What follows belongs to an exercise in optimizing a design on an open flow for small area, a short achievable clock period and few clock cycles per item; a production flow would make more cautious choices.
At most, simulation tests tie the RTL to the original design; equivalence was not proved.
Only the layout flow was run in run 1; the RTL was not checked for function there.
No activity file was given, so power comes from the tool's default toggle rates.

[run.sh]
#!/bin/bash
# synth_recipe.tcl (not shown) runs the flow's synth.tcl, then flattens the netlist and writes it again
# the make line also repeats each setting of config.mk as NAME=value (left out here)
make -C /OpenROAD-flow-scripts/flow DESIGN_CONFIG=/design/flow/config.mk WORK_HOME=/design/flow/orfs CLKGATE_MAP_FILE= SYNTH_SCRIPT=/design/flow/synth_recipe.tcl finish
[config.mk]
export PLATFORM = sky130hd
export DESIGN_NAME = TopModule
export DESIGN_NICKNAME = TopModule
export VERILOG_FILES = /design/flow/design.v
export SDC_FILE = /design/flow/constraint.sdc
export NUM_CORES = 4
export LEC_CHECK = 0
export CAP_MARGIN = 20
export CORE_MARGIN = 2
export CORE_UTILIZATION = 50
export CTS_CLUSTER_DIAMETER = 80
export CTS_CLUSTER_SIZE = 25
export SETUP_SLACK_MARGIN = 2.7
export SLEW_MARGIN = 20
export SYNTH_HIERARCHICAL = 1
export SYNTH_MINIMUM_KEEP_SIZE = 0
[constraint.sdc]
create_clock -name core_clock -period 4.5 [get_ports {clk}]
set_input_delay 0.9000 -clock core_clock [delete_from_list [all_inputs] [get_ports {clk}]]
set_output_delay 0.9000 -clock core_clock [all_outputs]
set_load 0.01 [all_outputs]
[design.v]
module S00_AXI
#(
	  parameter integer AXI_DATA_WIDTH	= 32
	, parameter integer AXI_ADDR_WIDTH	= 8
	, parameter integer AXI_REGS_COUNT	= 20
)
(
	  input  logic                              AXI_ACLK
	, input  logic                              AXI_ARESETN
	, input  logic [AXI_ADDR_WIDTH - 1 : 0]     AXI_AWADDR
	, input  logic                              AXI_AWVALID
	, output logic                              AXI_AWREADY
	, input  logic [AXI_DATA_WIDTH - 1 : 0]     AXI_WDATA
	, input  logic [(AXI_DATA_WIDTH/8)-1 : 0]   AXI_WSTRB
	, input  logic                              AXI_WVALID
	, output logic                              AXI_WREADY
	, output logic [1 : 0]                      AXI_BRESP
	, output logic                              AXI_BVALID
	, input  logic                              AXI_BREADY
	, input  logic [AXI_ADDR_WIDTH - 1 : 0]     AXI_ARADDR
	, input  logic                              AXI_ARVALID
	, output logic                              AXI_ARREADY
	, output logic [AXI_DATA_WIDTH - 1 : 0]     AXI_RDATA
	, output logic [1 : 0]                      AXI_RRESP
	, output logic                              AXI_RVALID
	, input  logic                              AXI_RREADY
);
	localparam integer NBYTES = AXI_DATA_WIDTH/8;
	assign AXI_AWREADY = 1'b1;
	assign AXI_WREADY  = 1'b1;
	assign AXI_ARREADY = 1'b1;
	assign AXI_BRESP   = 2'b00;
	assign AXI_RRESP   = 2'b00;
	logic                          aw_got, w_got, commit, bvalid;
	logic [AXI_REGS_COUNT - 1 : 0] wrow;
	logic [NBYTES - 1 : 0]         wstrb;
	logic [AXI_DATA_WIDTH - 1 : 0] wdata_n;
	logic aw_ok, w_ok;
	assign aw_ok = aw_got | AXI_AWVALID;
	assign w_ok  = w_got  | AXI_WVALID;
	always_ff @(posedge AXI_ACLK)
	begin
		if (!AXI_ARESETN)
		begin
			aw_got <= 1'b0;
			w_got  <= 1'b0;
			bvalid <= 1'b0;
		end
		else
		begin
			aw_got <= aw_ok & ~w_ok;
			w_got  <= w_ok & ~aw_ok;
			bvalid <= bvalid ? ~AXI_BREADY : (aw_ok & w_ok);
		end
	end
	assign AXI_BVALID = bvalid;
	always_ff @(posedge AXI_ACLK)
	begin
		if (!AXI_ARESETN)
		begin
			commit <= 1'b1;
			wrow   <= '1;
			wstrb  <= '1;
			wdata_n <= '1;
		end
		else
		begin
			commit <= aw_ok & w_ok;
			if (!aw_got)
				for (integer i = 0; i < AXI_REGS_COUNT; i = i + 1)
					wrow[i] <= (AXI_AWADDR[6:2] == i);
			if (!w_got)
			begin
				wstrb <= AXI_WSTRB;
				wdata_n <= ~AXI_WDATA;
			end
		end
	end
	logic [AXI_DATA_WIDTH - 1 : 0] regs_n [AXI_REGS_COUNT];
	genvar r, b;
	generate
		for (r = 0; r < AXI_REGS_COUNT; r = r + 1)
		begin : g_row
			for (b = 0; b < NBYTES; b = b + 1)
			begin : g_byte
				logic ld;
				logic [7:0] nxt;
				assign ld = commit & wrow[r] & wstrb[b];
				for (genvar i = 0; i < 8; i = i + 1)
				begin : g_bit
					AO22 u_ao (.a(ld), .b(wdata_n[b*8+i]), .c(~ld), .d(regs_n[r][b*8+i]), .y(nxt[i]));
				end
				always_ff @(posedge AXI_ACLK) regs_n[r][b*8 +: 8] <= nxt;
			end
		end
	endgenerate
	logic                          rvalid, rvalid_o;
	logic [AXI_DATA_WIDTH - 1 : 0] rdata;
	logic                          rvalid_n;
	assign rvalid_n = AXI_ARESETN & (rvalid ? ~AXI_RREADY : AXI_ARVALID);
	always_ff @(posedge AXI_ACLK) rvalid <= rvalid_n;
	OUTREG u_rvalid_o (.clk(AXI_ACLK), .d(rvalid_n), .q(rvalid_o));
	logic [3:0]                    lo;
	logic [7:0]                    hi;
	logic [AXI_REGS_COUNT - 1 : 0] rsel_n;
	DEC2  u_lo (.a(AXI_ARADDR[3:2]), .y(lo));
	DEC3H u_hi (.a(AXI_ARADDR[6:4]), .hold(rvalid), .y(hi));
	for (genvar i = 0; i < AXI_REGS_COUNT; i = i + 1)
	begin : g_rsel
		NAND2 u_nand (.a(hi[i / 4]), .b(lo[i % 4]), .y(rsel_n[i]));
	end
	for (genvar i = 0; i < AXI_DATA_WIDTH; i = i + 1)
	begin : g_rbit
		logic [10:0] t;
		for (genvar j = 0; j < 10; j = j + 1)
		begin : g_pair
			OAI22 u_oai (.a(rsel_n[2*j]), .b(regs_n[2*j][i]), .c(rsel_n[2*j+1]), .d(regs_n[2*j+1][i]), .y(t[j]));
		end
		AND2 u_hold (.a(rvalid), .b(rdata[i]), .y(t[10]));
		logic rnext;
		OR11 u_or (.a(t), .y(rnext));
		always_ff @(posedge AXI_ACLK) rdata[i] <= rnext;
	end
	assign AXI_RDATA  = rdata;
	assign AXI_RVALID = rvalid_o;
endmodule
module OUTREG
(
	  input  logic clk
	, input  logic d
	, output logic q
);
	always_ff @(posedge clk) q <= d;
endmodule
module AO22
(
	  input  logic a
	, input  logic b
	, input  logic c
	, input  logic d
	, output logic y
);
	assign y = (a & b) | (c & d);
endmodule
module OAI22
(
	  input  logic a
	, input  logic b
	, input  logic c
	, input  logic d
	, output logic y
);
	assign y = ~((a | b) & (c | d));
endmodule
module NAND2
(
	  input  logic a
	, input  logic b
	, output logic y
);
	assign y = ~(a & b);
endmodule
module AND2
(
	  input  logic a
	, input  logic b
	, output logic y
);
	assign y = a & b;
endmodule
module OR11
(
	  input  logic [10:0] a
	, output logic        y
);
	logic [3:0] g_n;
	NOR3  u_n0 (.a(a[0]), .b(a[1]), .c(a[2]),  .y(g_n[0]));
	NOR3  u_n1 (.a(a[3]), .b(a[4]), .c(a[5]),  .y(g_n[1]));
	NOR3  u_n2 (.a(a[6]), .b(a[7]), .c(a[8]),  .y(g_n[2]));
	NOR2  u_n3 (.a(a[9]), .b(a[10]),           .y(g_n[3]));
	NAND4 u_y  (.a(g_n[0]), .b(g_n[1]), .c(g_n[2]), .d(g_n[3]), .y(y));
endmodule
module NOR3
(
	  input  logic a
	, input  logic b
	, input  logic c
	, output logic y
);
	assign y = ~(a | b | c);
endmodule
module NOR2
(
	  input  logic a
	, input  logic b
	, output logic y
);
	assign y = ~(a | b);
endmodule
module NAND4
(
	  input  logic a
	, input  logic b
	, input  logic c
	, input  logic d
	, output logic y
);
	assign y = ~(a & b & c & d);
endmodule
module DEC2
(
	  input  logic [1:0] a
	, output logic [3:0] y
);
	always_comb
		for (integer i = 0; i < 4; i = i + 1)
			y[i] = (a == i);
endmodule
module DEC3H
(
	  input  logic [2:0] a
	, input  logic       hold
	, output logic [7:0] y
);
	always_comb
		for (integer i = 0; i < 8; i = i + 1)
			y[i] = ~hold & (a == i);
endmodule
module TopModule
#(
      parameter integer   AXI_DATA_WIDTH	  = 32
    , parameter integer   AXI_ADDR_WIDTH	  = 8
)
(
    input  logic                              clk
  , input  logic                              areset_n
  , input  logic [AXI_ADDR_WIDTH - 1 : 0]     S00_AXI_AWADDR
  , input  logic                              S00_AXI_AWVALID
  , output logic                              S00_AXI_AWREADY
  , input  logic [AXI_DATA_WIDTH - 1 : 0]     S00_AXI_WDATA
  , input  logic [(AXI_DATA_WIDTH/8)-1 : 0]   S00_AXI_WSTRB
  , input  logic                              S00_AXI_WVALID
  , output logic                              S00_AXI_WREADY
  , output logic [1 : 0]                      S00_AXI_BRESP
  , output logic                              S00_AXI_BVALID
  , input  logic                              S00_AXI_BREADY
  , input  logic [AXI_ADDR_WIDTH - 1 : 0]     S00_AXI_ARADDR
  , input  logic                              S00_AXI_ARVALID
  , output logic                              S00_AXI_ARREADY
  , output logic [AXI_DATA_WIDTH - 1 : 0]     S00_AXI_RDATA
  , output logic [1 : 0]                      S00_AXI_RRESP
  , output logic                              S00_AXI_RVALID
  , input  logic                              S00_AXI_RREADY
);
  S00_AXI
  #(
      .AXI_DATA_WIDTH(AXI_DATA_WIDTH)
    , .AXI_ADDR_WIDTH(AXI_ADDR_WIDTH)
    , .AXI_REGS_COUNT(20)
  )
  axi_slave
  (
      .AXI_ACLK(        clk)
    , .AXI_ARESETN(     areset_n)
    , .AXI_AWADDR(      S00_AXI_AWADDR)
    , .AXI_AWVALID(     S00_AXI_AWVALID)
    , .AXI_AWREADY(     S00_AXI_AWREADY)
    , .AXI_WDATA(       S00_AXI_WDATA)
    , .AXI_WSTRB(       S00_AXI_WSTRB)
    , .AXI_WVALID(      S00_AXI_WVALID)
    , .AXI_WREADY(      S00_AXI_WREADY)
    , .AXI_BRESP(       S00_AXI_BRESP)
    , .AXI_BVALID(      S00_AXI_BVALID)
    , .AXI_BREADY(      S00_AXI_BREADY)
    , .AXI_ARADDR(      S00_AXI_ARADDR)
    , .AXI_ARVALID(     S00_AXI_ARVALID)
    , .AXI_ARREADY(     S00_AXI_ARREADY)
    , .AXI_RDATA(       S00_AXI_RDATA)
    , .AXI_RRESP(       S00_AXI_RRESP)
    , .AXI_RVALID(      S00_AXI_RVALID)
    , .AXI_RREADY(      S00_AXI_RREADY)
  );
endmodule
==> results.toml, run 1 <==
[sta]
period_minus_slack_ns = 1.99
worstMarginPinSlew_ns = 1.14
slew_viol_final = 0
fin_crit_sh = 0.442
rsz0062_at_grt = "true"
max_clock_freq_mhz = 503
hold_slack_ns = 0.479
finalHoldViolCount = 0
tns_ns = 0
clock_skew_ns = 0.0226
setup_viol = 0
slew_headroom = 0.237

[routing]
routed_wl_um = 96800
met2WireLength_um = 42900
postRouteAntennaNets = 0
wl_met1_um = 40900
vias_per_cell = 6.90
drtIter0Drc = 2372
wl_met3_um = 8680
top_layer = "met4"
firstDrtPassIters = 6
vias = 21900
drt-wirelength-per-cell_um = 30.6
drc = 0

[cells_and_area]
n_fill_cell = 4009
nNetsFinal = 2533
drive_above_1_share = 0.234
multiInputGateArea_um2 = 13300
postLayoutCoreUtil = 0.627
synthToLayoutAreaGrowth_pct = 24.0
seq_area_um2 = 14800

[worst_setup_path]
critical_path.endpoint_type = "primary output"
crit_end = "S00_AXI_RDATA[31]"
crit_start = "axi_slave.rdata[31]"
r2r_end = "axi_slave.rdata[28]"
worst-r2r-cell-count = 9
crit_family = "flip-flops"
timing.rr.start = "axi_slave.rvalid"
critical_path_class = "reg -> out"
path_max_fanout = 2
cp_num_buf_inv = 1
r2r_slack_ns = 2.53
path_cells = "buf_6"
startpoint_type = "flip-flop"
critical-path-max-stage-delay_ns = 0.37
worst-path-stages = 1
cp.arrival_ns = 1.09
required_ns = 3.60
critPathSlowestCell = "dfxtp_4"

[pwr]
power.leakage_nw = 12.9
ir_drop_v = 0.000348
finalPower_mw = 15.2
pwr_density_cell_nw_per_um2 = 473

[clocking]
path_clk_slew_ns = 0.10
cts_tree = "built"
numCtsBuffers = 36
clockRootBuffer = "clkbuf_16"
htreeDepth = 2
cts_sinks = 734
cts_buffer_depth = 3
clock_latency_ns = 0.60
cts_hold_buf = 0

[floorplan]
rows = 83
die_area_um2 = 53700
die-height_um = 232
coreArea_um2 = 51300
die_w_um = 232
pin_count = 100
start_util = 0.505

[synth]
yosysWarnings = 12
syn_avg_cell_area_um2 = 11.4
syn-cell-area_um2 = 25900
synth_cells = 2281

[grt]
grt_use_total = 0.346
grt_pass1_vias = 20700
grt_pass1_wl_um = 138000
antenna_found_initial = 2
grt_overflow = 0
grt_max_degree = 63

[min_path]
hold_class = "reg -> reg"
worstHoldPathCells = 1

[placed_design]
port-buffer-count = 86
dp_hpwl_um = 49600
gp_congestion = 0.835

[job]
maxCapViolations = 0

[run_status]
run_status = "complete, no violations"
[worst register-to-register path, cell delays in order, from the launching register on]
cell,delay (ns)
dfxtp_4,0.49
buf_6,0.17
nor4b_4,0.05
buf_4,0.15
clkbuf_16,0.19
buf_12,0.15
nand2_8,0.16
o22ai_4,0.11
nor3_4,0.27
nand4_1,0.13
[state kept, by name, indices dropped and copies added, names as in the netlist]
| signal | count |
|---|---|
| axi_slave.aw_got | 1 |
| axi_slave.bvalid | 1 |
| axi_slave.commit | 1 |
| axi_slave.rdata | 32 |
| axi_slave.regs_n | 640 |
| axi_slave.rvalid | 1 |
| axi_slave.u_rvalid_o.q | 1 |
| axi_slave.w_got | 1 |
| axi_slave.wdata_n | 32 |
| axi_slave.wrow | 20 |
| axi_slave.wstrb | 4 |
[cell type report]
cell class              instances  share of cell area
clock inverters                 8             0.00377
multi-input cells            1470               0.412
flip-flops and latches        734               0.459
diodes                          2            0.000156
repair buffers                152              0.0591
well taps                     680              0.0265
inverters                      80             0.00934
clock buffers                  43              0.0301
[worst min-delay path by stage]
stage / from / to
finish: axi_slave.regs_n[0][0] / axi_slave.regs_n[0][0]
global route: axi_slave.regs_n[1][17] / axi_slave.regs_n[1][17]
CTS: axi_slave.regs_n[3][25] / axi_slave.regs_n[3][25]
detailed placement: axi_slave.regs_n[18][21] / axi_slave.regs_n[18][21]
global placement: axi_slave.regs_n[14][5] / axi_slave.regs_n[14][5]
floorplan: axi_slave.regs_n[0][0] / axi_slave.regs_n[0][0]
[routing by layer]
layer,vias to the layer above,GRT usage
li1,9564,-
met1,11000,0.485
met2,1071,0.527
met3,214,0.0619
met4,0,0.138
met5,-,0
[where the power goes]
group	switching [mW]	internal, mW
Clock	2.17	1.72
Combinational	1.04	1.34
Sequential	1.10	7.84
[layout by cell type, fill, tap and decap left out, types with 7 or more instances in the layout]
cell,instances
a22o_1,640
and2_1,32
and3_2,75
buf_12,30
buf_4,24
buf_6,38
clkbuf_16,41
clkdlybuf4s50_1,46
conb_1,7
dfxtp_1,691
dfxtp_2,40
inv_1,80
nand2_1,27
nand2_8,55
nand4_1,32
nor2_1,33
nor2b_1,64
nor3_2,79
nor3_4,17
o211ai_1,15
o21ai_0,34
o22ai_1,178
o22ai_2,109
o22ai_4,34
[per-stage QoR]
stage / worst slack, ns / area (µm²) / instances
final: 2.51 / 32200 / 3169
after global routing: 2.49 / 32200 / 3167
after CTS: 2.49 / 31100 / 3144
after detailed placement: 0.939 / 27700 / 3017
after global placement: 0.995 / 27700 / 3017
after floorplan: 2.39 / 26100 / 2286
[repair_timing]
item,in CTS,in global routing
pin swaps,66,38
resized for setup,425,178
cloned,39,6
buffers inserted,37,17
endpoints found under the setup margin,706,590
==> run 2: changes to the inputs <==
--- a/design.v
+++ b/design.v
@@ -34,7 +34,6 @@
 	logic                          aw_got, w_got, commit, bvalid;
 	logic [AXI_REGS_COUNT - 1 : 0] wrow;
 	logic [NBYTES - 1 : 0]         wstrb;
-	logic [AXI_DATA_WIDTH - 1 : 0] wdata_n;
 	logic aw_ok, w_ok;
 	assign aw_ok = aw_got | AXI_AWVALID;
 	assign w_ok  = w_got  | AXI_WVALID;
@@ -61,7 +60,6 @@
 			commit <= 1'b1;
 			wrow   <= '1;
 			wstrb  <= '1;
-			wdata_n <= '1;
 		end
 		else
 		begin
@@ -69,14 +67,13 @@
 			if (!aw_got)
 				for (integer i = 0; i < AXI_REGS_COUNT; i = i + 1)
 					wrow[i] <= (AXI_AWADDR[6:2] == i);
-			if (!w_got)
-			begin
-				wstrb <= AXI_WSTRB;
-				wdata_n <= ~AXI_WDATA;
-			end
+			if (!w_got) wstrb <= AXI_WSTRB;
 		end
 	end
 	logic [AXI_DATA_WIDTH - 1 : 0] regs_n [AXI_REGS_COUNT];
+	logic [AXI_DATA_WIDTH - 1 : 0] rdata;
+	logic [AXI_DATA_WIDTH - 1 : 0] wdata_n;
+	assign wdata_n = ~rdata;
 	genvar r, b;
 	generate
 		for (r = 0; r < AXI_REGS_COUNT; r = r + 1)
@@ -95,7 +92,6 @@
 		end
 	endgenerate
 	logic                          rvalid, rvalid_o;
-	logic [AXI_DATA_WIDTH - 1 : 0] rdata;
 	logic                          rvalid_n;
 	assign rvalid_n = AXI_ARESETN & (rvalid ? ~AXI_RREADY : AXI_ARVALID);
 	always_ff @(posedge AXI_ACLK) rvalid <= rvalid_n;
@@ -104,21 +100,24 @@
 	logic [7:0]                    hi;
 	logic [AXI_REGS_COUNT - 1 : 0] rsel_n;
 	DEC2  u_lo (.a(AXI_ARADDR[3:2]), .y(lo));
-	DEC3H u_hi (.a(AXI_ARADDR[6:4]), .hold(rvalid), .y(hi));
+	DEC3H u_hi (.a(AXI_ARADDR[6:4]), .en(AXI_ARVALID), .y(hi));
 	for (genvar i = 0; i < AXI_REGS_COUNT; i = i + 1)
 	begin : g_rsel
 		NAND2 u_nand (.a(hi[i / 4]), .b(lo[i % 4]), .y(rsel_n[i]));
 	end
+	logic hold;
+	assign hold = rvalid | w_got;
 	for (genvar i = 0; i < AXI_DATA_WIDTH; i = i + 1)
 	begin : g_rbit
-		logic [10:0] t;
+		logic [11:0] t;
 		for (genvar j = 0; j < 10; j = j + 1)
 		begin : g_pair
 			OAI22 u_oai (.a(rsel_n[2*j]), .b(regs_n[2*j][i]), .c(rsel_n[2*j+1]), .d(regs_n[2*j+1][i]), .y(t[j]));
 		end
-		AND2 u_hold (.a(rvalid), .b(rdata[i]), .y(t[10]));
+		AND2 u_hold (.a(hold), .b(rdata[i]), .y(t[10]));
+		AND2 u_wr (.a(AXI_WVALID), .b(AXI_WDATA[i]), .y(t[11]));
 		logic rnext;
-		OR11 u_or (.a(t), .y(rnext));
+		OR12 u_or (.a(t), .y(rnext));
 		always_ff @(posedge AXI_ACLK) rdata[i] <= rnext;
 	end
 	assign AXI_RDATA  = rdata;
@@ -168,16 +167,16 @@
 );
 	assign y = a & b;
 endmodule
-module OR11
-(
-	  input  logic [10:0] a
+module OR12
+(
+	  input  logic [11:0] a
 	, output logic        y
 );
 	logic [3:0] g_n;
-	NOR3  u_n0 (.a(a[0]), .b(a[1]), .c(a[2]),  .y(g_n[0]));
-	NOR3  u_n1 (.a(a[3]), .b(a[4]), .c(a[5]),  .y(g_n[1]));
-	NOR3  u_n2 (.a(a[6]), .b(a[7]), .c(a[8]),  .y(g_n[2]));
-	NOR2  u_n3 (.a(a[9]), .b(a[10]),           .y(g_n[3]));
+	NOR3  u_n0 (.a(a[0]), .b(a[1]),  .c(a[2]),  .y(g_n[0]));
+	NOR3  u_n1 (.a(a[3]), .b(a[4]),  .c(a[5]),  .y(g_n[1]));
+	NOR3  u_n2 (.a(a[6]), .b(a[7]),  .c(a[8]),  .y(g_n[2]));
+	NOR3  u_n3 (.a(a[9]), .b(a[10]), .c(a[11]), .y(g_n[3]));
 	NAND4 u_y  (.a(g_n[0]), .b(g_n[1]), .c(g_n[2]), .d(g_n[3]), .y(y));
 endmodule
 module NOR3
@@ -188,14 +187,6 @@
 	, output logic y
 );
 	assign y = ~(a | b | c);
-endmodule
-module NOR2
-(
-	  input  logic a
-	, input  logic b
-	, output logic y
-);
-	assign y = ~(a | b);
 endmodule
 module NAND4
 (
@@ -219,12 +210,12 @@
 module DEC3H
 (
 	  input  logic [2:0] a
-	, input  logic       hold
+	, input  logic       en
 	, output logic [7:0] y
 );
 	always_comb
 		for (integer i = 0; i < 8; i = i + 1)
-			y[i] = ~hold & (a == i);
+			y[i] = en & (a == i);
 endmodule
 module TopModule
 #(
--- a/config.mk
+++ b/config.mk
@@ -10,7 +10,7 @@
 export CORE_UTILIZATION = 50
 export CTS_CLUSTER_DIAMETER = 80
 export CTS_CLUSTER_SIZE = 25
-export SETUP_SLACK_MARGIN = 2.7
+export SETUP_SLACK_MARGIN = 2.45
 export SLEW_MARGIN = 20
 export SYNTH_HIERARCHICAL = 1
 export SYNTH_MINIMUM_KEEP_SIZE = 0
==> run 2 against run 1 <==
Compared with the run above:
- setup slack got worse by 0.055 ns
- clock power decreased by 1%
- register-to-register slack got worse by 0.02 ns
==> results.toml, run 2 <==
[worst_setup_path]
cp.arrival_ns = 2.58
startpoint_type = "input port"
crit_end = "axi_slave.rdata[30]"
crit_start = "S00_AXI_ARADDR[5]"
critical_path.endpoint_type = "flip-flop"
r2r_end = "axi_slave.regs_n[13][17]"
critPathSlowestCell = "and4bb_4"
crit_path_frequent_cell = "buf_4"
r2r_slack_ns = 2.51
critical-path-max-stage-delay_ns = 0.46
path_max_fanout = 15
timing.rr.start = "axi_slave.commit"
required_ns = 5.03
critical_path_class = "in -> reg"
worst-r2r-cell-count = 4
path_cells = "clkdlybuf4s15_2 > and4bb_4 > buf_4 > nand2_8 > buf_4 > o22ai_1 > nor3_2 > nand4_1"

[job]
maxCapViolations = 0

[routing]
drtIter0Drc = 1949
vias_per_cell = 6.70
firstDrtPassIters = 5
routed_wl_um = 84400
drt-wirelength-per-cell_um = 27.7
vias = 20400
drc = 0
postRouteAntennaNets = 0

[floorplan]
die_area_um2 = 52300
coreArea_um2 = 50000
die_w_um = 229
die-height_um = 229
rows = 82
start_util = 0.505
pin_count = 100

[placed_design]
dp_cells = 2950
dp_hpwl_um = 51000
gp_congestion = 0.834
port-buffer-count = 86

[clocking]
cts_tree = "built"
cts_buffer_depth = 3
cts_sinks = 702
numCtsBuffers = 36
clockRootBuffer = "clkbuf_16"
cts_hold_buf = 0
path_clk_slew_ns = 0.09
clock_latency_ns = 0.59
htreeDepth = 2

[synth]
syn_avg_cell_area_um2 = 11.4
yosysWarnings = 12
synth_cells = 2207
syn-cell-area_um2 = 25200

[grt]
grt_overflow = 0
grt_pass1_vias = 19600
antenna_found_initial = 11
grt_pass1_wl_um = 124000
grt_max_degree = 36
grt_use_total = 0.308

[sta]
rsz0062_at_grt = "true"
slew_viol_final = 0
setup_viol = 0
max_clock_freq_mhz = 490
clock_skew_ns = 0.0234
fin_crit_sh = 0.454
period_minus_slack_ns = 2.04
hold_slack_ns = 0.477
finalHoldViolCount = 0
tns_ns = 0
worstMarginPinSlew_ns = 0.932
slew_headroom = 0.379

[cells_and_area]
layout.cells.non_filler = 3049
largest_reg_flops = 640
synthToLayoutAreaGrowth_pct = 14.2
top_register = "axi_slave.regs_n"
reg.largest.list = "axi_slave.regs_n x640, axi_slave.rdata x32, axi_slave.wrow x20"
nNetsFinal = 2418
drive_above_1_share = 0.154
final_cell_mix = "663 x dfxtp_1, 640 x a22o_1, 316 x o22ai_1"
final_common_cell = "dfxtp_1"

[min_path]
hold_class = "reg -> reg"

[pwr]
pwr_density_cell_nw_per_um2 = 547
power.leakage_nw = 12.0
ir_drop_v = 0.000310

[run_status]
run_status = "complete, no violations"
==> run 2: metal layers <==
layer  global-route usage  share of wire  vias to the layer above
met1                0.427           0.44                    10200
met5                    0        0.00052                        -
met4                0.118          0.037                        6
met2                0.461           0.44                      844
met3               0.0767          0.088                      149
li1                     -              -                     9183
==> run 2: per-stage QoR <==
stage / area (µm²) / util / power (mW) / setup WS, ns
after floorplan: 25300 / - / 10.8 / 2.37
after global placement: 27000 / 0.540 / 11.8 / 1.02
after detailed placement: 27000 / 0.540 / 11.9 / 1.02
after CTS: 28700 / 0.575 / 15.7 / 2.44
after global routing: 28800 / 0.577 / 16.5 / 2.45
final: 28800 / 0.577 / 15.8 / 2.46
==> run 2: cell type report <==
type | instances | area, µm²
Fill cell | 4306 | 21100
Sequential cell | 702 | 14100
Multi-Input combinational cell | 1377 | 11200
Timing Repair Buffer | 130 | 1140
Clock buffer | 42 | 965
Tap cell | 672 | 841
Inverter | 112 | 420
Clock inverter | 10 | 166
Antenna cell | 4 | 10.0
==> run 2: timing repair <==
| item | in CTS | in global routing |
|---|---|---|
| resized for setup | 238 | 29 |
| endpoints found under the hold margin | 0 | 0 |
| cloned | 5 | 4 |
| setup endpoints to repair | 372 | 334 |
| pin swaps | 14 | 12 |
| setup buffers | 28 | 6 |
==> run 2: report_power, final <==
part / switching (mW) / total, mW / internal [mW]
Clock: 2.12 / 3.86 / 1.74
Sequential: 0.996 / 8.93 / 7.94
Combinational: 1.52 / 2.98 / 1.46
Total: 4.63 / 15.8 / 11.1
==> run 2: worst max-delay path: cells and delay by family <==
family	cells	cell delay, ns
simple gates	4	0.80
buf+inv	3	0.62
compound gates	1	0.24
==> run 2: worst min path at each step <==
stage,startpoint,slack [ns],cells past startpoint,end
floorplan,axi_slave.regs_n[0][0],0.44,1,axi_slave.regs_n[0][0]
global placement,axi_slave.regs_n[18][5],0.45,1,axi_slave.regs_n[18][5]
CTS,axi_slave.regs_n[19][31],0.48,1,axi_slave.regs_n[19][31]
detailed placement,axi_slave.regs_n[6][22],0.45,1,axi_slave.regs_n[6][22]
finish,axi_slave.regs_n[15][31],0.48,1,axi_slave.regs_n[15][31]
global route,axi_slave.regs_n[16][16],0.49,1,axi_slave.regs_n[16][16]
Testbench counts of run 2, summed over its fixed seeds: cycles 6,400, items 3,200.
==> run 3: changes to the inputs <==
--- a/config.mk
+++ b/config.mk
@@ -10,7 +10,7 @@
 export CORE_UTILIZATION = 50
 export CTS_CLUSTER_DIAMETER = 80
 export CTS_CLUSTER_SIZE = 25
-export SETUP_SLACK_MARGIN = 2.45
+export SETUP_SLACK_MARGIN = 2.55
 export SLEW_MARGIN = 20
 export SYNTH_HIERARCHICAL = 1
 export SYNTH_MINIMUM_KEEP_SIZE = 0
==> run 3 against run 2 <==
Compared with the run above:
- clock power about the same
- combinational power grew 4%
- clock skew up 0.0073 ns
==> results.toml, run 3 <==
[run_status]
run_status = "complete, no violations"

[worst_setup_path]
crit_family = "flip-flops"
path_max_fanout = 3
critPathSlowestCell = "dfxtp_4"
critical-path-max-stage-delay_ns = 0.37
required_ns = 3.60
critical_path_class = "reg -> out"
cp_num_buf_inv = 1
cp.arrival_ns = 1.09
critical_path.endpoint_type = "primary output"
path_cells = "buf_6"
startpoint_type = "flip-flop"

[sta]
setup_viol = 0
slew_headroom = 0.378
fin_crit_sh = 0.442
max_clock_freq_mhz = 503
setup_ws_ns = 2.51
tns_ns = 0
clock_skew_ns = 0.0307
period_minus_slack_ns = 1.99
rsz0062_at_grt = "true"
finalHoldViolCount = 0
slew_viol_final = 0
worstMarginPinSlew_ns = 0.932

[grt]
grt_pass1_vias = 19900
grt_overflow = 0
antenna_found_initial = 9
grt_max_degree = 36
grt_pass1_wl_um = 128000
grt_use_total = 0.318

[floorplan]
die_area_um2 = 52300
rows = 82
coreArea_um2 = 50000
start_util = 0.505
die_w_um = 229
die-height_um = 229
pin_count = 100

[synth]
yosysWarnings = 12
synth_cells = 2207
syn_avg_cell_area_um2 = 11.4
syn-cell-area_um2 = 25200

[cells_and_area]
layout.cells.non_filler = 3063
reg.largest.list = "axi_slave.regs_n x640, axi_slave.rdata x32, axi_slave.wrow x20"
synthToLayoutAreaGrowth_pct = 17.5
nNetsFinal = 2434
final_cell_mix = "662 x dfxtp_1, 640 x a22o_1, 279 x o22ai_1"
final_common_cell = "dfxtp_1"
drive_above_1_share = 0.180
postLayoutCoreUtil = 0.593
n_fill_cell = 4221
top_register = "axi_slave.regs_n"
largest_reg_flops = 640

[pwr]
ir_drop_v = 0.000321
power.leakage_nw = 12.3
finalPower_mw = 16.0
pwr_density_cell_nw_per_um2 = 538

[placed_design]
dp_cells = 2950
dp_hpwl_um = 51000
preCtsSetupSlack_ns = 1.02
gp_congestion = 0.834
port-buffer-count = 86

[min_path]
hold_class = "reg -> reg"

[clocking]
numCtsBuffers = 36
cts_hold_buf = 0
htreeDepth = 2
clock_latency_ns = 0.60
path_clk_slew_ns = 0.10
clockRootBuffer = "clkbuf_16"
cts_tree = "built"
cts_buffer_depth = 3
cts_sinks = 702

[routing]
firstDrtPassIters = 6
vias = 20600
drtIter0Drc = 1791
vias_per_cell = 6.72
drt-wirelength-per-cell_um = 28.3
routed_wl_um = 86800
postRouteAntennaNets = 0
drc = 0

[job]
maxCapViolations = 0
-- run 3: per-stage QoR --
step / cell area (µm²) / hold slack (ns)
floorplan: 25300 / 0.440
global placement: 27000 / 0.452
detailed placement: 27000 / 0.453
CTS: 29200 / 0.479
global route: 29600 / 0.487
finish: 29600 / 0.476
-- run 3: routing by layer --
layer	vias to the layer above	global-route usage	routed length [µm]
met5	-	0	58
li1	9223	-	-
met2	768	0.490	38800
met1	10500	0.455	39500
met4	8	0.103	2460
met3	137	0.0551	5980
-- run 3: power breakdown --
part,switching [mW],total (mW),internal [mW]
Combinational,1.54,3.10,1.56
Sequential,1.05,8.99,7.94
Clock,2.13,3.87,1.74
-- run 3: final timing paths --
kind                            start                       end  slack, ns  cells past startpoint
max                axi_slave.rdata[5]          S00_AXI_RDATA[5]       2.51                      1
min          axi_slave.regs_n[19][31]  axi_slave.regs_n[19][31]       0.48                      1
min reg2reg  axi_slave.regs_n[19][31]  axi_slave.regs_n[19][31]       0.48                      1
max reg2reg          axi_slave.commit  axi_slave.regs_n[11][10]       2.60                      4
-- run 3: final cells by class --
class	count	area [µm²]	share of cell area
sequential	702	14100	0.476
multi-input combinational	1383	11600	0.391
timing repair buffer	140	1550	0.0524
clock buffer	42	965	0.0325
tap	672	841	0.0284
inverter	112	420	0.0142
clock inverter	10	166	0.00561
antenna	2	5.00	0.000169
-- run 3: worst reg2reg max path, stage by stage, from the launching register on --
cell	delay (ns)
dfxtp_4	0.60
buf_8	0.25
and3_1	0.43
inv_1	0.25
a22o_1	0.26
-- run 3: what timing repair did --
action	CTS	global route
gates cloned	14	1
setup buffers	33	11
setup endpoints to repair	679	342
pin swaps	21	12
resized for setup	300	73
hold endpoints to repair	0	0
==> run 4: changes to the inputs <==
--- a/config.mk
+++ b/config.mk
@@ -10,7 +10,7 @@
 export CORE_UTILIZATION = 50
 export CTS_CLUSTER_DIAMETER = 80
 export CTS_CLUSTER_SIZE = 25
-export SETUP_SLACK_MARGIN = 2.55
+export SETUP_SLACK_MARGIN = 2.7
 export SLEW_MARGIN = 20
 export SYNTH_HIERARCHICAL = 1
 export SYNTH_MINIMUM_KEEP_SIZE = 0
==> run 4 against run 3 <==
Compared with the run above:
- still clean on timing, DRC and antenna
- combinational power is 4% higher
- final cell count is 2.0% higher
- first-iteration DRC count is 25% higher
- register-to-register slack better by 0.11 ns
- cell area is 4.5% higher
- largest cell class unchanged
==> results.toml, run 4 <==
[run_status]
run_status = "complete, no violations"

[worst_setup_path]
critical_path.endpoint_type = "primary output"
cp_num_buf_inv = 1
startpoint_type = "flip-flop"
critPathSlowestCell = "dfxtp_4"
path_cells = "buf_6"
crit_family = "flip-flops"
required_ns = 3.60
cp.arrival_ns = 1.10
critical_path_class = "reg -> out"
critical-path-max-stage-delay_ns = 0.37
path_max_fanout = 3

[clocking]
clock_latency_ns = 0.61
cts_sinks = 702
htreeDepth = 2
cts_buffer_depth = 3
path_clk_slew_ns = 0.10
clockRootBuffer = "clkbuf_16"
cts_tree = "built"
numCtsBuffers = 36
cts_hold_buf = 0

[synth]
yosysWarnings = 12
synth_cells = 2207
syn_avg_cell_area_um2 = 11.4
syn-cell-area_um2 = 25200

[grt]
antenna_found_initial = 10
grt_max_degree = 36
grt_use_total = 0.339
grt_overflow = 0
grt_pass1_vias = 20500
grt_pass1_wl_um = 135000

[floorplan]
rows = 82
die_w_um = 229
die-height_um = 229
pin_count = 100
die_area_um2 = 52300
coreArea_um2 = 50000
start_util = 0.505

[routing]
drtIter0Drc = 2246
vias = 21500
firstDrtPassIters = 7
drt-wirelength-per-cell_um = 30.3
postRouteAntennaNets = 0
routed_wl_um = 94700
vias_per_cell = 6.88
drc = 0

[cells_and_area]
final_cell_mix = "661 x dfxtp_1, 640 x a22o_1, 217 x o22ai_1"
final_common_cell = "dfxtp_1"
drive_above_1_share = 0.228
synthToLayoutAreaGrowth_pct = 22.8
top_register = "axi_slave.regs_n"
reg.largest.list = "axi_slave.regs_n x640, axi_slave.rdata x32, axi_slave.wrow x20"
n_fill_cell = 4091
nNetsFinal = 2494
largest_reg_flops = 640

[pwr]
swShare = 0.302
power.switching_mw = 4.87
p_clk_frac = 0.241
pwr_density_cell_nw_per_um2 = 521
ir_drop_v = 0.000313
power.leakage_nw = 12.8
pwr-share-seq = 0.561
p_int_mw = 11.3
power_frac_comb = 0.199
finalPower_mw = 16.2

[placed_design]
port-buffer-count = 86
dp_hpwl_um = 51000
gp_congestion = 0.834

[sta]
finalHoldViolCount = 0
period_minus_slack_ns = 2.00
setup_viol = 0
rsz0062_at_grt = "true"
tns_ns = 0
worstMarginPinSlew_ns = 0.932
fin_crit_sh = 0.443
slew_headroom = 0.378
slew_viol_final = 0
max_clock_freq_mhz = 501
clock_skew_ns = 0.0282

[min_path]
hold_class = "reg -> reg"

[job]
maxCapViolations = 0
==> run 4: final timing paths <==
| check | end | cells past startpoint | start | slack (ns) |
|---|---|---|---|---|
| worst min-delay path | axi_slave.regs_n[2][30] | 1 | axi_slave.regs_n[2][30] | 0.48 |
| worst max register to register | axi_slave.regs_n[11][31] | 4 | axi_slave.commit | 2.71 |
| worst max-delay path | S00_AXI_RDATA[5] | 1 | axi_slave.rdata[5] | 2.50 |
| worst min register to register | axi_slave.regs_n[2][30] | 1 | axi_slave.regs_n[2][30] | 0.48 |
==> run 4: routing by layer <==
layer,track usage,vias up,share of wire
li1,-,9369,-
met1,0.471,10800,0.42
met2,0.517,1057,0.44
met4,0.141,8,0.046
met5,0,-,0.00065
met3,0.0674,233,0.092
==> run 4: layout make-up <==
class,instances,area (µm²),area share
Antenna cell,3,7.51,0.000242
Clock buffer,42,965,0.0311
Clock inverter,10,166,0.00537
Inverter,112,420,0.0136
Multi-Input combinational cell,1404,12400,0.401
Sequential cell,702,14100,0.455
Tap cell,672,841,0.0271
Timing Repair Buffer,179,2040,0.0659
==> run 4: per-stage QoR <==
step | util | hold WS (ns) | setup WS, ns | instance area [µm²] | cells
floorplan | - | 0.440 | 2.37 | 25300 | 2212
global placement | 0.540 | 0.452 | 1.02 | 27000 | 2950
detailed placement | 0.540 | 0.453 | 1.02 | 27000 | 2950
CTS | 0.600 | 0.479 | 2.49 | 30000 | 3089
global route | 0.620 | 0.487 | 2.49 | 31000 | 3121
finish | 0.620 | 0.476 | 2.50 | 31000 | 3124
==> run 4: repair_timing <==
action / in CTS / in global routing
pin swaps: 50 / 52
buffers inserted: 57 / 23
endpoints found under the setup margin: 721 / 205
gates resized for setup: 368 / 134
gates cloned: 30 / 9
==> run 4: power groups by stage <==
| stage | sequential (mW) | clock (mW) | combinational, mW |
|---|---|---|---|
| global placement | 8.97 | 0 | 2.80 |
| CTS | 8.95 | 3.88 | 3.08 |
| global route | 9.25 | 4.10 | 3.42 |
| finish | 9.06 | 3.89 | 3.21 |
| detailed placement | 9.01 | 0 | 2.89 |
| floorplan | 8.75 | 0 | 2.08 |
==> run 5: changes to the inputs <==
--- a/config.mk
+++ b/config.mk
@@ -10,7 +10,7 @@
 export CORE_UTILIZATION = 50
 export CTS_CLUSTER_DIAMETER = 80
 export CTS_CLUSTER_SIZE = 25
-export SETUP_SLACK_MARGIN = 2.7
+export SETUP_SLACK_MARGIN = 2.5
 export SLEW_MARGIN = 20
 export SYNTH_HIERARCHICAL = 1
 export SYNTH_MINIMUM_KEEP_SIZE = 0
==> run 5 against run 4 <==
Compared with the run above:
- die area stayed put
- setup slack better by 0.0068 ns
- combinational power is 6.5% lower
- worst hold slack better by 0.0018 ns
- synthesized cell count stayed put
- cell area is 6.6% lower
- sequential power is 1% lower
==> results.toml, run 5 <==
[floorplan]
coreArea_um2 = 50000
start_util = 0.505
die_area_um2 = 52300
die-height_um = 229
die_w_um = 229
pin_count = 100
rows = 82

[worst_setup_path]
critical_path.endpoint_type = "primary output"
startpoint_type = "flip-flop"
cp_num_buf_inv = 1
critPathSlowestCell = "dfxtp_4"
crit_family = "flip-flops"
cp.arrival_ns = 1.09
critical-path-max-stage-delay_ns = 0.37
path_cells = "buf_6"
critical_path_class = "reg -> out"
path_max_fanout = 3
required_ns = 3.60

[clocking]
htreeDepth = 2
clock_latency_ns = 0.60
path_clk_slew_ns = 0.10
cts_tree = "built"
cts_sinks = 702
clockRootBuffer = "clkbuf_16"
numCtsBuffers = 36
cts_buffer_depth = 3

[grt]
grt_pass1_wl_um = 125000
grt_pass1_vias = 19700
grt_max_degree = 36
grt_use_total = 0.313
grt_overflow = 0
antenna_found_initial = 12

[routing]
postRouteAntennaNets = 0
drt-wirelength-per-cell_um = 27.7
drtIter0Drc = 1943
vias = 20400
routed_wl_um = 84600
drc = 0
firstDrtPassIters = 6
vias_per_cell = 6.70

[sta]
worstMarginPinSlew_ns = 0.937
setup_ws_ns = 2.51
max_clock_freq_mhz = 503
tns_ns = 0
slew_headroom = 0.375
finalHoldViolCount = 0
fin_crit_sh = 0.442
slew_viol_final = 0
setup_viol = 0
rsz0062_at_grt = "true"
period_minus_slack_ns = 1.99
clock_skew_ns = 0.0258

[cells_and_area]
reg.largest.list = "axi_slave.regs_n x640, axi_slave.rdata x32, axi_slave.wrow x20"
largest_reg_flops = 640
nNetsFinal = 2421
drive_above_1_share = 0.155
final_common_cell = "dfxtp_1"
final_cell_mix = "662 x dfxtp_1, 640 x a22o_1, 317 x o22ai_1"
n_fill_cell = 4288
top_register = "axi_slave.regs_n"
synthToLayoutAreaGrowth_pct = 14.6

[pwr]
pwr_density_cell_nw_per_um2 = 546
ir_drop_v = 0.000312
power.leakage_nw = 12.1

[run_status]
run_status = "complete, no violations"

[placed_design]
dp_hpwl_um = 51000
preCtsSetupSlack_ns = 1.02
gp_congestion = 0.834
port-buffer-count = 86

[synth]
syn-cell-area_um2 = 25200
synth_cells = 2207
syn_avg_cell_area_um2 = 11.4
yosysWarnings = 12

[job]
maxCapViolations = 0

[min_path]
hold_class = "reg -> reg"
## run 5: changes by cell type in the layout (fill, tap and decap cells not counted), sizes merged
cell           before  now
buf               129   85
nand2              83   56
clkbuf             47   44
clkdlybuf4s50      41   44
diode               3    5
dlymetal6s2s        3    1
## run 5: cell type report
cell class | count | area, µm² | area share
inverter | 112 | 420 | 0.0145
clock inverter | 10 | 166 | 0.00575
sequential | 702 | 14100 | 0.488
timing repair buffer | 133 | 1250 | 0.0433
antenna | 5 | 12.5 | 0.000432
tap | 672 | 841 | 0.0291
clock buffer | 42 | 965 | 0.0333
multi-input combinational | 1377 | 11200 | 0.386
## run 5: layer usage
layer | GRT usage | up-vias | wire length, µm
met5 | 0 | - | 87
met4 | 0.128 | 12 | 3260
met3 | 0.0833 | 153 | 7440
met2 | 0.465 | 812 | 36800
met1 | 0.431 | 10300 | 37000
li1 | - | 9194 | -
## run 5: path summary, 6_finish.rpt
path                            startpoint                  endpoint  slack (ns)  cells past startpoint
hold / removal    axi_slave.regs_n[10][21]  axi_slave.regs_n[10][21]        0.48                      1
hold reg to reg   axi_slave.regs_n[10][21]  axi_slave.regs_n[10][21]        0.48                      1
setup / recovery        axi_slave.rdata[5]          S00_AXI_RDATA[5]        2.51                      1
setup reg to reg          axi_slave.commit  axi_slave.regs_n[13][17]        2.55                      4
## run 5: timing repair
| item | in CTS | in global routing |
|---|---|---|
| pin swaps | 19 | 5 |
| hold buffers | 0 | 0 |
| buffers inserted | 30 | 7 |
| setup endpoints to repair | 523 | 312 |
| gates resized for setup | 258 | 19 |
| gates cloned | 9 | 0 |
## run 5: report_power, final
| group | internal, mW | switching (mW) |
|---|---|---|
| Clock | 1.74 | 2.11 |
| Sequential | 7.94 | 0.997 |
| Combinational | 1.47 | 1.52 |
## run 5: stage by stage
step                utilization  instances  total power [mW]  cell area (µm²)  hold WS [ns]
floorplan                     -       2212              10.8            25300         0.440
global placement          0.540       2950              11.8            27000         0.452
detailed placement        0.540       2950              11.9            27000         0.453
CTS                       0.577       3041              15.7            28800         0.479
global route              0.579       3048              16.5            28900         0.487
finish                    0.579       3053              15.8            28900         0.478
==> run 6: changes to the inputs <==
==> flow/run.sh (new file) <==
#!/bin/bash
# The standard layout, with the port buffers inserted as the smallest buffer
# (the resizer sizes them up where timing needs it).
set -euo pipefail
bash standard.sh BUFFER_PORTS_ARGS="-buffer_cell sky130_fd_sc_hd__buf_1" finish > standard.log 2>&1
==> standard.sh (new file) <==
#!/bin/bash
# synth_recipe.tcl (not shown) runs the flow's synth.tcl, then flattens the netlist and writes it again
# the make line also repeats each setting of config.mk as NAME=value (left out here)
make -C /OpenROAD-flow-scripts/flow DESIGN_CONFIG=/design/flow/config.mk WORK_HOME=/design/flow/orfs CLKGATE_MAP_FILE= SYNTH_SCRIPT=/design/flow/synth_recipe.tcl "${@:-finish}"
removed: run.sh
==> run 6 against run 5 <==
Compared with the run above:
- sequential share of layout area is 0.86 points higher
- maximum frequency is 3.2% lower
- largest cell class unchanged
- worst hold slack hardly changed
- wire length is 0.63% lower
- final cell count is 0.56% lower
- still clean
- critical path type is now reg -> reg
==> results.toml, run 6 <==
[run_status]
run_status = "complete, no violations"

[grt]
met3_usage = 0.0457
grt_pass1_vias = 19200
grt_use_total = 0.304
grt_pass1_wl_um = 123000
grt_overflow = 0
grt_max_degree = 39
antenna_found_initial = 5
top_usage_layer = "met2"
met1_usage = 0.441
met2_usage = 0.467

[pwr]
pwr_density_cell_nw_per_um2 = 552
power.leakage_nw = 11.8
ir_drop_v = 0.000361

[clocking]
numCtsBuffers = 36
htreeDepth = 2
path_clk_slew_ns = 0.10
clock_latency_ns = 0.59
cts_sinks = 702
cts_buffer_depth = 3
cts_tree = "built"
clockRootBuffer = "clkbuf_16"

[worst_setup_path]
path_cells = "and3_1 > inv_1 > a22o_1"
r2r_end = "axi_slave.regs_n[19][7]"
critPathSlowestCell = "dfxtp_1"
cp.arrival_ns = 2.52
critical_path_class = "reg -> reg"
path_max_fanout = 9
r2r_slack_ns = 2.44
startpoint_type = "flip-flop"
required_ns = 4.97
cp_num_buf_inv = 1
critical-path-max-stage-delay_ns = 0.88
crit_family = "flip-flops"
timing.rr.start = "axi_slave.wrow[19]"
critical_path.endpoint_type = "flip-flop"
worst-r2r-cell-count = 3

[placed_design]
gp_congestion = 0.818
dp_hpwl_um = 50000
preCtsSetupSlack_ns = 1.32
port-buffer-count = 86
dp_cells = 2942

[cells_and_area]
final_cell_mix = "670 x dfxtp_1, 640 x a22o_1, 317 x o22ai_1"
multiInputGateArea_um2 = 11200
n_fill_cell = 4271
final_common_cell = "dfxtp_1"
seq_area_um2 = 14100
nNetsFinal = 2407
top_register = "axi_slave.regs_n"
layout.cells.non_filler = 3036
synthToLayoutAreaGrowth_pct = 12.6
largest_reg_flops = 640
drive_above_1_share = 0.150
reg.largest.list = "axi_slave.regs_n x640, axi_slave.rdata x32, axi_slave.wrow x20"

[routing]
drt-wirelength-per-cell_um = 27.7
drc = 0
drtIter0Drc = 2135
postRouteAntennaNets = 0
firstDrtPassIters = 6
vias_per_cell = 6.70
vias = 20300
routed_wl_um = 84100

[sta]
tns_ns = 0
setup_ws_ns = 2.44
max_clock_freq_mhz = 487
clock_skew_ns = 0.0196
slew_headroom = 0.299
worstMarginPinSlew_ns = 1.05
period_minus_slack_ns = 2.06
setup_viol = 0
slew_viol_final = 0
rsz0062_at_grt = "false"
fin_crit_sh = 0.457
finalHoldViolCount = 0

[floorplan]
die_area_um2 = 52300
pin_count = 100
start_util = 0.505
die-height_um = 229
die_w_um = 229
coreArea_um2 = 50000
rows = 82

[synth]
syn-cell-area_um2 = 25200
syn_avg_cell_area_um2 = 11.4
synth_cells = 2207
yosysWarnings = 12

[job]
maxCapViolations = 0

[min_path]
worstHoldPathCells = 1
hp-start = "axi_slave.regs_n[3][23]"
hold_path_end = "axi_slave.regs_n[3][23]"
hold_class = "reg -> reg"
-- run 6: power by group --
group	total [mW]	leakage [nW]	internal [mW]	switching (mW)
sequential	8.94	5.90	7.93	1.00
clock	3.80	0.551	1.72	2.08
combinational	2.94	5.39	1.43	1.51
total	15.7	11.8	11.1	4.60
-- run 6: worst max path at each step --
stage / depth (start not counted) / to / from / slack, ns
after floorplan: 5 / axi_slave.rdata[0] / S00_AXI_ARADDR[5] / 2.37
after global placement: 6 / axi_slave.rdata[8] / S00_AXI_ARVALID / 1.37
after detailed placement: 6 / axi_slave.rdata[8] / S00_AXI_ARVALID / 1.32
after CTS: 6 / axi_slave.rdata[15] / S00_AXI_ARADDR[4] / 2.50
after global routing: 7 / axi_slave.rdata[4] / S00_AXI_ARADDR[5] / 2.49
final: 3 / axi_slave.regs_n[19][7] / axi_slave.wrow[19] / 2.44
-- run 6: cell type report --
cell class                 instances  area share
tap                              672      0.0296
clock inverter                    13     0.00586
antenna                            1   0.0000881
inverter                         112      0.0148
multi-input combinational       1379       0.395
timing repair buffer             117      0.0251
sequential                       702       0.496
clock buffer                      40      0.0333
-- run 6: routing by layer --
layer  wire length, µm  vias up
li1                  -     9130
met1             37600    10200
met2             37500      907
met3              6380      145
met4              2580        2
met5                 8        -
-- run 6: per-stage QoR --
step / hold slack (ns) / instance area, µm² / power (mW) / util
floorplan: 0.440 / 25300 / 10.8 / -
global placement: 0.452 / 26400 / 11.7 / 0.528
finish: 0.478 / 28400 / 15.7 / 0.569
detailed placement: 0.453 / 26400 / 11.8 / 0.528
global route: 0.490 / 28400 / 16.3 / 0.569
CTS: 0.480 / 28000 / 15.6 / 0.560
-- run 6: worst reg2reg max path, delay by kind of cell (launching register included) --
family	cells	cell delay [ns]
AO/OA/AOI/OAI	1	0.26
buffers and inverters	1	0.26
flip-flops	1	0.88
AND/OR/NAND/NOR	1	0.55
-- run 6: timing repair --
item                                    CTS  global route
buffers inserted                          8            21
hold endpoints to repair                  0             0
cloned                                    4             7
pin swaps                                10            12
gates resized for setup                 100            51
endpoints found under the setup margin  492           469
hold buffers                              0             0
==> run 7: changes to the inputs <==
==> flow/run.sh (replaced) <==
#!/bin/bash
# The standard layout, with the port buffers inserted as buf_4 rather than the
# weakest buffer (the resizer still sizes them where timing needs it).
set -euo pipefail
bash standard.sh BUFFER_PORTS_ARGS="-buffer_cell sky130_fd_sc_hd__buf_4" finish > standard.log 2>&1
==> run 7 against run 6 <==
Compared with the run above:
- still clean
- total power shrank 0.16%
- combinational power about the same
- clock skew rose by 0.0050 ns
- wire length decreased by 5.1%
- via count decreased by 2.2%
- largest power group unchanged
==> results.toml, run 7 <==
[worst_setup_path]
critPathSlowestCell = "dfxtp_2"
cp_num_buf_inv = 1
timing.rr.start = "axi_slave.commit"
worst-r2r-cell-count = 4
r2r_slack_ns = 2.55
path_cells = "buf_6"
critical-path-max-stage-delay_ns = 0.38
path_max_fanout = 3
startpoint_type = "flip-flop"
cp.arrival_ns = 1.07
required_ns = 3.60
r2r_end = "axi_slave.regs_n[16][28]"
crit_family = "flip-flops"
critical_path.endpoint_type = "primary output"
critical_path_class = "reg -> out"

[clocking]
cts_buffer_depth = 3
path_clk_slew_ns = 0.09
htreeDepth = 2
clock_latency_ns = 0.58
numCtsBuffers = 37
clockRootBuffer = "clkbuf_16"
cts_sinks = 702
cts_tree = "built"

[routing]
vias_per_cell = 6.62
vias = 19900
drt-wirelength-per-cell_um = 26.5
firstDrtPassIters = 5
drc = 0
postRouteAntennaNets = 0
routed_wl_um = 79700
drtIter0Drc = 1945

[sta]
tns_ns = 0
slew_viol_final = 0
max_clock_freq_mhz = 507
worstMarginPinSlew_ns = 1.01
slew_headroom = 0.327
period_minus_slack_ns = 1.97
clock_skew_ns = 0.0246
finalHoldViolCount = 0
setup_ws_ns = 2.53
rsz0062_at_grt = "true"
fin_crit_sh = 0.439
setup_viol = 0

[cells_and_area]
layout.cells.non_filler = 3005
fin_area_um2 = 28200
largest_reg_flops = 640
drive_above_1_share = 0.151
multiInputGateArea_um2 = 11000
seq_area_um2 = 14100
reg.largest.list = "axi_slave.regs_n x640, axi_slave.rdata x32, axi_slave.wrow x20"
nNetsFinal = 2371
final_common_cell = "dfxtp_1"
final_cell_mix = "672 x dfxtp_1, 640 x a22o_1, 320 x o22ai_1"
top_register = "axi_slave.regs_n"
postLayoutCoreUtil = 0.565
synthToLayoutAreaGrowth_pct = 11.9
n_fill_cell = 4342

[floorplan]
pin_count = 100
start_util = 0.505
coreArea_um2 = 50000
die_w_um = 229
rows = 82
die-height_um = 229
die_area_um2 = 52300

[grt]
grt_use_total = 0.297
grt_max_degree = 36
grt_overflow = 0
antenna_found_initial = 6
grt_pass1_vias = 19100
grt_pass1_wl_um = 120000

[pwr]
ir_drop_v = 0.000318
power.leakage_nw = 11.8
pwr_density_cell_nw_per_um2 = 554

[min_path]
hold_class = "reg -> reg"
worstHoldPathCells = 1
hold_path_end = "axi_slave.regs_n[18][0]"
hp-start = "axi_slave.regs_n[18][0]"

[placed_design]
dpl_cell_area_um2 = 26700
preCtsSetupSlack_ns = 1.49
port-buffer-count = 86
gp_congestion = 0.801
dp_hpwl_um = 49500
dp_cells = 2942

[synth]
synth_cells = 2207
syn-cell-area_um2 = 25200
yosysWarnings = 12
syn_avg_cell_area_um2 = 11.4

[run_status]
run_status = "complete, no violations"

[job]
maxCapViolations = 0
[run 7: cell types whose count changed in the layout (fill, tap and decap cells not counted), sizes merged]
cell      delta
clkinvlp     +5
buf         -21
nand2       -11
inv          -2
diode        +1
clkbuf       -1
bufinv       -2
[run 7: where the power goes]
part	switching [mW]	total, mW	internal (mW)
Sequential	0.996	8.93	7.93
Combinational	1.48	2.93	1.45
Clock	2.13	3.80	1.66
[run 7: per-layer routing]
layer | part of all wire | track usage | wire, µm | vias to the layer above
met2 | 0.44 | 0.442 | 35000 | 754
met1 | 0.46 | 0.436 | 36700 | 9954
met4 | 0.029 | 0.0980 | 2280 | 0
met3 | 0.073 | 0.0518 | 5810 | 115
li1 | - | - | - | 9065
met5 | 0 | 0 | 0 | -
[run 7: cell type report]
class,count,area share
Antenna cell,2,0.000177
Multi-Input combinational cell,1368,0.390
Timing Repair Buffer,91,0.0257
Clock inverter,14,0.00532
Sequential cell,702,0.499
Clock buffer,44,0.0348
Inverter,112,0.0149
Tap cell,672,0.0298
[run 7: worst max-delay path by stage]
stage | startpoint | end | cells past startpoint
after floorplan | S00_AXI_ARADDR[5] | axi_slave.rdata[0] | 5
after global placement | S00_AXI_ARADDR[2] | axi_slave.rdata[8] | 6
after detailed placement | S00_AXI_ARADDR[2] | axi_slave.rdata[8] | 6
after CTS | S00_AXI_ARADDR[3] | axi_slave.rdata[8] | 6
after global routing | S00_AXI_ARADDR[2] | axi_slave.rdata[8] | 6
final | axi_slave.rdata[5] | S00_AXI_RDATA[5] | 1
[run 7: metrics by stage]
step	power (mW)	hold slack, ns
detailed placement	11.8	0.453
finish	15.7	0.478
global route	16.4	0.481
global placement	11.7	0.452
CTS	15.6	0.467
floorplan	10.8	0.440
[run 7: repair_timing]
action                     in CTS  in global routing
buffers inserted                3                  0
pin swaps                       1                  0
setup endpoints to repair     660                268
cloned                          0                  0
gates resized for setup        46                 43
hold buffers                    0                  0
==> run 8: changes to the inputs <==
--- a/config.mk
+++ b/config.mk
@@ -10,6 +10,7 @@
 export CORE_UTILIZATION = 50
 export CTS_CLUSTER_DIAMETER = 80
 export CTS_CLUSTER_SIZE = 25
+export PLACE_DENSITY = 0.8
 export SETUP_SLACK_MARGIN = 2.5
 export SLEW_MARGIN = 20
 export SYNTH_HIERARCHICAL = 1
==> run 8 against run 7 <==
Compared with the run above:
- cell area decreased by 0.82%
- maximum frequency decreased by 2.7%
- global-route usage decreased by 2.2 points
- clock-buffer cell count decreased by 6
- utilization decreased by 0.46 points
- wire length decreased by 5.7%
- critical path depth increased by 5
- setup slack got worse by 0.054 ns
- first-iteration DRC count increased by 10%
- worst hold slack about the same
==> results.toml, run 8 <==
[pwr]
swShare = 0.292
p_int_mw = 10.9
pwr-share-seq = 0.585
p_clk_frac = 0.225
pwr_density_cell_nw_per_um2 = 548
power.switching_mw = 4.47
power_frac_comb = 0.190
finalPower_mw = 15.3
ir_drop_v = 0.000254
power.leakage_nw = 11.7

[routing]
firstDrtPassIters = 6
drc = 0
vias = 20300
routed_wl_um = 75200
drtIter0Drc = 2141
vias_per_cell = 6.78
postRouteAntennaNets = 0
drt-wirelength-per-cell_um = 25.2

[worst_setup_path]
critical_path.endpoint_type = "flip-flop"
critical-path-max-stage-delay_ns = 0.42
path_cells = "buf_4 > and2_2 > nand2_4 > o22ai_1 > nor3_2 > nand4_1"
path_max_fanout = 32
critical_path_class = "in -> reg"
startpoint_type = "input port"
cp.arrival_ns = 2.46
critPathSlowestCell = "nand2_4"
required_ns = 4.93

[sta]
slew_headroom = 0.345
tns_ns = 0
rsz0062_at_grt = "true"
max_clock_freq_mhz = 493
fin_crit_sh = 0.451
clock_skew_ns = 0.0201
period_minus_slack_ns = 2.03
setup_viol = 0
hold_slack_ns = 0.478
finalHoldViolCount = 0
worstMarginPinSlew_ns = 0.981
slew_viol_final = 0

[floorplan]
start_util = 0.505
coreArea_um2 = 50000
pin_count = 100
die_w_um = 229
die_area_um2 = 52300
die-height_um = 229
rows = 82

[synth]
yosysWarnings = 12
synth_cells = 2207
syn_avg_cell_area_um2 = 11.4
syn-cell-area_um2 = 25200

[cells_and_area]
synthToLayoutAreaGrowth_pct = 11.0
nNetsFinal = 2367
postLayoutCoreUtil = 0.561
top_register = "axi_slave.regs_n"
final_common_cell = "dfxtp_1"
fin_area_um2 = 28000
largest_reg_flops = 640
final_cell_mix = "675 x dfxtp_1, 640 x a22o_1, 321 x o22ai_1"
reg.largest.list = "axi_slave.regs_n x640, axi_slave.rdata x32, axi_slave.wrow x20"
drive_above_1_share = 0.144

[clocking]
path_clk_slew_ns = 0.10
clockRootBuffer = "clkbuf_16"
numCtsBuffers = 34
cts_buffer_depth = 3
clock_latency_ns = 0.58
htreeDepth = 2
cts_tree = "built"
cts_sinks = 702

[placed_design]
dpl_cell_area_um2 = 26700
dp_hpwl_um = 47300
gp_congestion = 0.848
port-buffer-count = 86

[grt]
grt_max_degree = 36
grt_overflow = 0
antenna_found_initial = 7
grt_pass1_wl_um = 114000
grt_pass1_vias = 19800
grt_use_total = 0.275

[run_status]
run_status = "complete, no violations"

[job]
maxCapViolations = 0

[min_path]
hold_class = "reg -> reg"
## run 8: metal layers
metal  global-route usage  vias to the layer above  part of all wire
met4                0.111                       10             0.036
met3               0.0687                      171             0.095
li1                     -                     9037                 -
met2                0.427                      980              0.45
met1                0.367                    10100              0.42
met5                    0                        -           0.00074
## run 8: worst max-delay path, delay by kind of cell
kind	cells	cell delay (ns)
AND/OR/NAND/NOR	4	1.21
buffers and inverters	1	0.14
AO/OA/AOI/OAI	1	0.19
## run 8: cell type report
cell class	count	area, µm²
fillers	4165	22000
repair buffers	90	707
inverters	112	420
diodes	6	15.0
clock inverters	2	27.5
clock buffers	38	930
well taps	672	841
multi-input cells	1368	11000
flip-flops and latches	702	14100
## run 8: worst paths after layout
| check | start | to | slack [ns] | cells after the start |
|---|---|---|---|---|
| setup reg to reg | axi_slave.wrow[19] | axi_slave.regs_n[19][0] | 2.55 | 3 |
| hold reg to reg | axi_slave.regs_n[9][10] | axi_slave.regs_n[9][10] | 0.48 | 1 |
| hold / removal | axi_slave.regs_n[9][10] | axi_slave.regs_n[9][10] | 0.48 | 1 |
| setup / recovery | S00_AXI_ARADDR[3] | axi_slave.rdata[27] | 2.47 | 6 |
## run 8: power groups by stage
stage / sequential [mW] / clock (mW) / combinational (mW)
2_1_floorplan: 8.75 / 0 / 2.08
5_1_grt: 9.15 / 3.66 / 3.12
6_report: 8.98 / 3.45 / 2.92
3_5_place_dp: 9.04 / 0 / 2.80
3_3_place_gp: 8.96 / 0 / 2.67
4_1_cts: 8.93 / 3.44 / 2.84
## run 8: stage by stage
step / setup WS [ns] / instances
finish: 2.47 / 2990
global route: 2.47 / 2984
CTS: 2.50 / 2984
detailed placement: 1.57 / 2941
global placement: 1.62 / 2941
floorplan: 2.37 / 2212
## run 8: what timing repair did
item,4_1_cts,5_1_grt
setup endpoints to repair,417,336
hold buffers,0,0
buffers inserted,3,0
pin swaps,1,0
hold endpoints to repair,0,0
gates resized for setup,27,51
==> run 9: changes to the inputs <==
--- a/config.mk
+++ b/config.mk
@@ -8,9 +8,8 @@
 export CAP_MARGIN = 20
 export CORE_MARGIN = 2
 export CORE_UTILIZATION = 50
-export CTS_CLUSTER_DIAMETER = 80
-export CTS_CLUSTER_SIZE = 25
-export PLACE_DENSITY = 0.8
+export CTS_CLUSTER_DIAMETER = 90
+export CTS_CLUSTER_SIZE = 30
 export SETUP_SLACK_MARGIN = 2.5
 export SLEW_MARGIN = 20
 export SYNTH_HIERARCHICAL = 1
==> run 9 against run 8 <==
Compared with the run above:
- final cell count increased by 0.67%
- register-to-register slack hardly changed
- die area unchanged
- largest power group unchanged
- via count decreased by 1.6%
- area after synthesis stayed put
- highest routed layer is now met4
- cell area increased by 1.2%
- synthesized cell count stayed put
- still clean
- wire length rose by 5.9%
- worst hold slack lost 0.029 ns
==> results.toml, run 9 <==
[grt]
grt_overflow = 0
met2_usage = 0.448
grt_pass1_vias = 19300
grt_max_degree = 36
grt_use_total = 0.295
met3_usage = 0.0455
grt_pass1_wl_um = 120000
met1_usage = 0.437
top_usage_layer = "met2"
antenna_found_initial = 6

[clocking]
numCtsBuffers = 31
cts_sinks = 702
cts_hold_buf = 0
cts_buffer_depth = 3
clockRootBuffer = "clkbuf_16"
cts_tree = "built"
path_clk_slew_ns = 0.11
clock_latency_ns = 0.63
htreeDepth = 1

[synth]
syn-cell-area_um2 = 25200
yosysWarnings = 12
syn_avg_cell_area_um2 = 11.4
synth_cells = 2207

[worst_setup_path]
cp.arrival_ns = 2.60
critical_path_class = "in -> reg"
path_max_fanout = 32
critical_path.endpoint_type = "flip-flop"
required_ns = 5.07
startpoint_type = "input port"

[routing]
routed_wl_um = 79700
drc = 0
firstDrtPassIters = 5
drt-wirelength-per-cell_um = 26.5
vias = 19900
postRouteAntennaNets = 0
drtIter0Drc = 1925
vias_per_cell = 6.62

[pwr]
pwr_density_cell_nw_per_um2 = 549
ir_drop_v = 0.000376
power.leakage_nw = 11.9
finalPower_mw = 15.6

[floorplan]
die_w_um = 229
rows = 82
start_util = 0.505
die_area_um2 = 52300
pin_count = 100
die-height_um = 229
coreArea_um2 = 50000

[cells_and_area]
largest_reg_flops = 640
postLayoutCoreUtil = 0.567
layout.cells.non_filler = 3010
final_cell_mix = "662 x dfxtp_1, 640 x a22o_1, 321 x o22ai_1"
nNetsFinal = 2377
reg.largest.list = "axi_slave.regs_n x640, axi_slave.rdata x32, axi_slave.wrow x20"
top_register = "axi_slave.regs_n"
final_common_cell = "dfxtp_1"
drive_above_1_share = 0.158
synthToLayoutAreaGrowth_pct = 12.3

[sta]
clock_skew_ns = 0.0138
max_clock_freq_mhz = 493
finalHoldViolCount = 0
rsz0062_at_grt = "true"
setup_ws_ns = 2.47
period_minus_slack_ns = 2.03
slew_viol_final = 0
worstMarginPinSlew_ns = 1.01
tns_ns = 0
slew_headroom = 0.325
fin_crit_sh = 0.450
setup_viol = 0

[placed_design]
dp_hpwl_um = 49500
preCtsSetupSlack_ns = 1.49
gp_congestion = 0.801
port-buffer-count = 86
dp_cells = 2942

[run_status]
run_status = "complete, no violations"

[min_path]
hold_class = "in -> reg"

[job]
maxCapViolations = 0
## run 9: worst paths after layout
| path | slack, ns | from | endpoint | cells after the start |
|---|---|---|---|---|
| worst min register to register | 0.48 | axi_slave.regs_n[18][26] | axi_slave.regs_n[18][26] | 1 |
| worst max-delay path | 2.47 | S00_AXI_ARADDR[2] | axi_slave.rdata[23] | 6 |
| worst min-delay path | 0.45 | S00_AXI_AWVALID | axi_slave.w_got | 2 |
| worst max register to register | 2.56 | axi_slave.commit | axi_slave.regs_n[16][29] | 4 |
## run 9: what timing repair did
item	4_1_cts	5_1_grt
gates resized for setup	92	33
setup buffers	13	2
pin swaps	1	0
cloned	0	0
endpoints found under the setup margin	679	335
## run 9: area by class of cell
cell class	count	area (µm²)
Fill cell	4343	21600
Inverter	112	420
Sequential cell	702	14100
Clock buffer	33	793
Antenna cell	2	5.00
Clock inverter	18	258
Tap cell	672	841
Timing Repair Buffer	103	937
Multi-Input combinational cell	1368	11000
## run 9: critical path, stage by stage
cell and delay, ns:
buf_4 0.13, nor2_4 0.47, nand2_4 0.44, o22ai_1 0.42, nor3_2 0.12, nand4_1 0.10
## run 9: through the flow
stage	cell area, µm²	hold WS [ns]
3_5_place_dp	26700	0.453
2_1_floorplan	25300	0.440
5_1_grt	28300	0.430
4_1_cts	28100	0.419
3_3_place_gp	26700	0.452
6_report	28300	0.449
## run 9: where the power goes
part | leakage (nW) | switching [mW] | internal [mW]
Sequential | 5.90 | 1.00 | 7.94
Combinational | 5.46 | 1.49 | 1.51
Clock | 0.506 | 2.11 | 1.52
## run 9: per-layer routing
layer / vias to the layer above / routed length, µm
met5: - / 0
met4: 0 / 2140
met3: 102 / 6490
met2: 764 / 34900
met1: 9998 / 36100
li1: 9075 / -

## re-timing with driven ports
In the flow no input, the clock included, has a driving cell. The finished layouts below were timed again as built, in two steps.
Step 1, drivers: a clkbuf_16 drives clk and a buf_2 each remaining input, both assumed.
Step 2 adds t to the input delays and takes it off the output delays; t is the mean of the earliest and latest rising clock arrival at the registers after step 1. Input paths then give back, and output paths get back, about the clock's delay inside the block.
Three values: ideal ports, drivers, drivers and shift; two values: the first two.
| run | t (ns) | setup slack, ns | hold WS [ns] | worst setup path after step 2 | pins driven straight from the clock port |
|---|---|---|---|---|---|
| run 1 | 0.653 | 2.513 / 2.451 / 1.978 | 0.479 / 0.479 / 0.479 | input to register | 1 |
| run 2 | 0.647 | 2.457 / 2.422 / 1.851 | 0.477 / 0.477 / 0.477 | input to register | 1 |
| run 3 | 0.647 | 2.511 / 2.450 / 1.930 | 0.476 / 0.476 / 0.476 | input to register | 1 |
| run 4 | 0.649 | 2.505 / 2.444 / 1.978 | 0.476 / 0.476 / 0.476 | input to register | 1 |
| run 5 | 0.645 | 2.512 / 2.449 / 1.938 | 0.478 / 0.478 / 0.478 | input to register | 1 |
| run 6 | 0.639 | 2.445 / 2.445 / 1.911 | 0.478 / 0.477 / 0.478 | input to register | 1 |
| run 7 | 0.639 | 2.526 / 2.465 / 1.931 | 0.478 / 0.454 / 0.478 | input to register | 1 |
| run 8 | 0.623 | 2.471 / 2.470 / 1.847 | 0.478 / 0.468 / 0.478 | input to register | 1 |
| run 9 | 0.685 | 2.473 / 2.417 / 1.820 | 0.449 / 0.418 / 0.479 | input to register | 1 |
After both steps setup and hold are still met in every run listed. For run 9, which loses most, drivers alone change the setup slack by -0.056 ns; drivers and shift together by -0.653 ns.
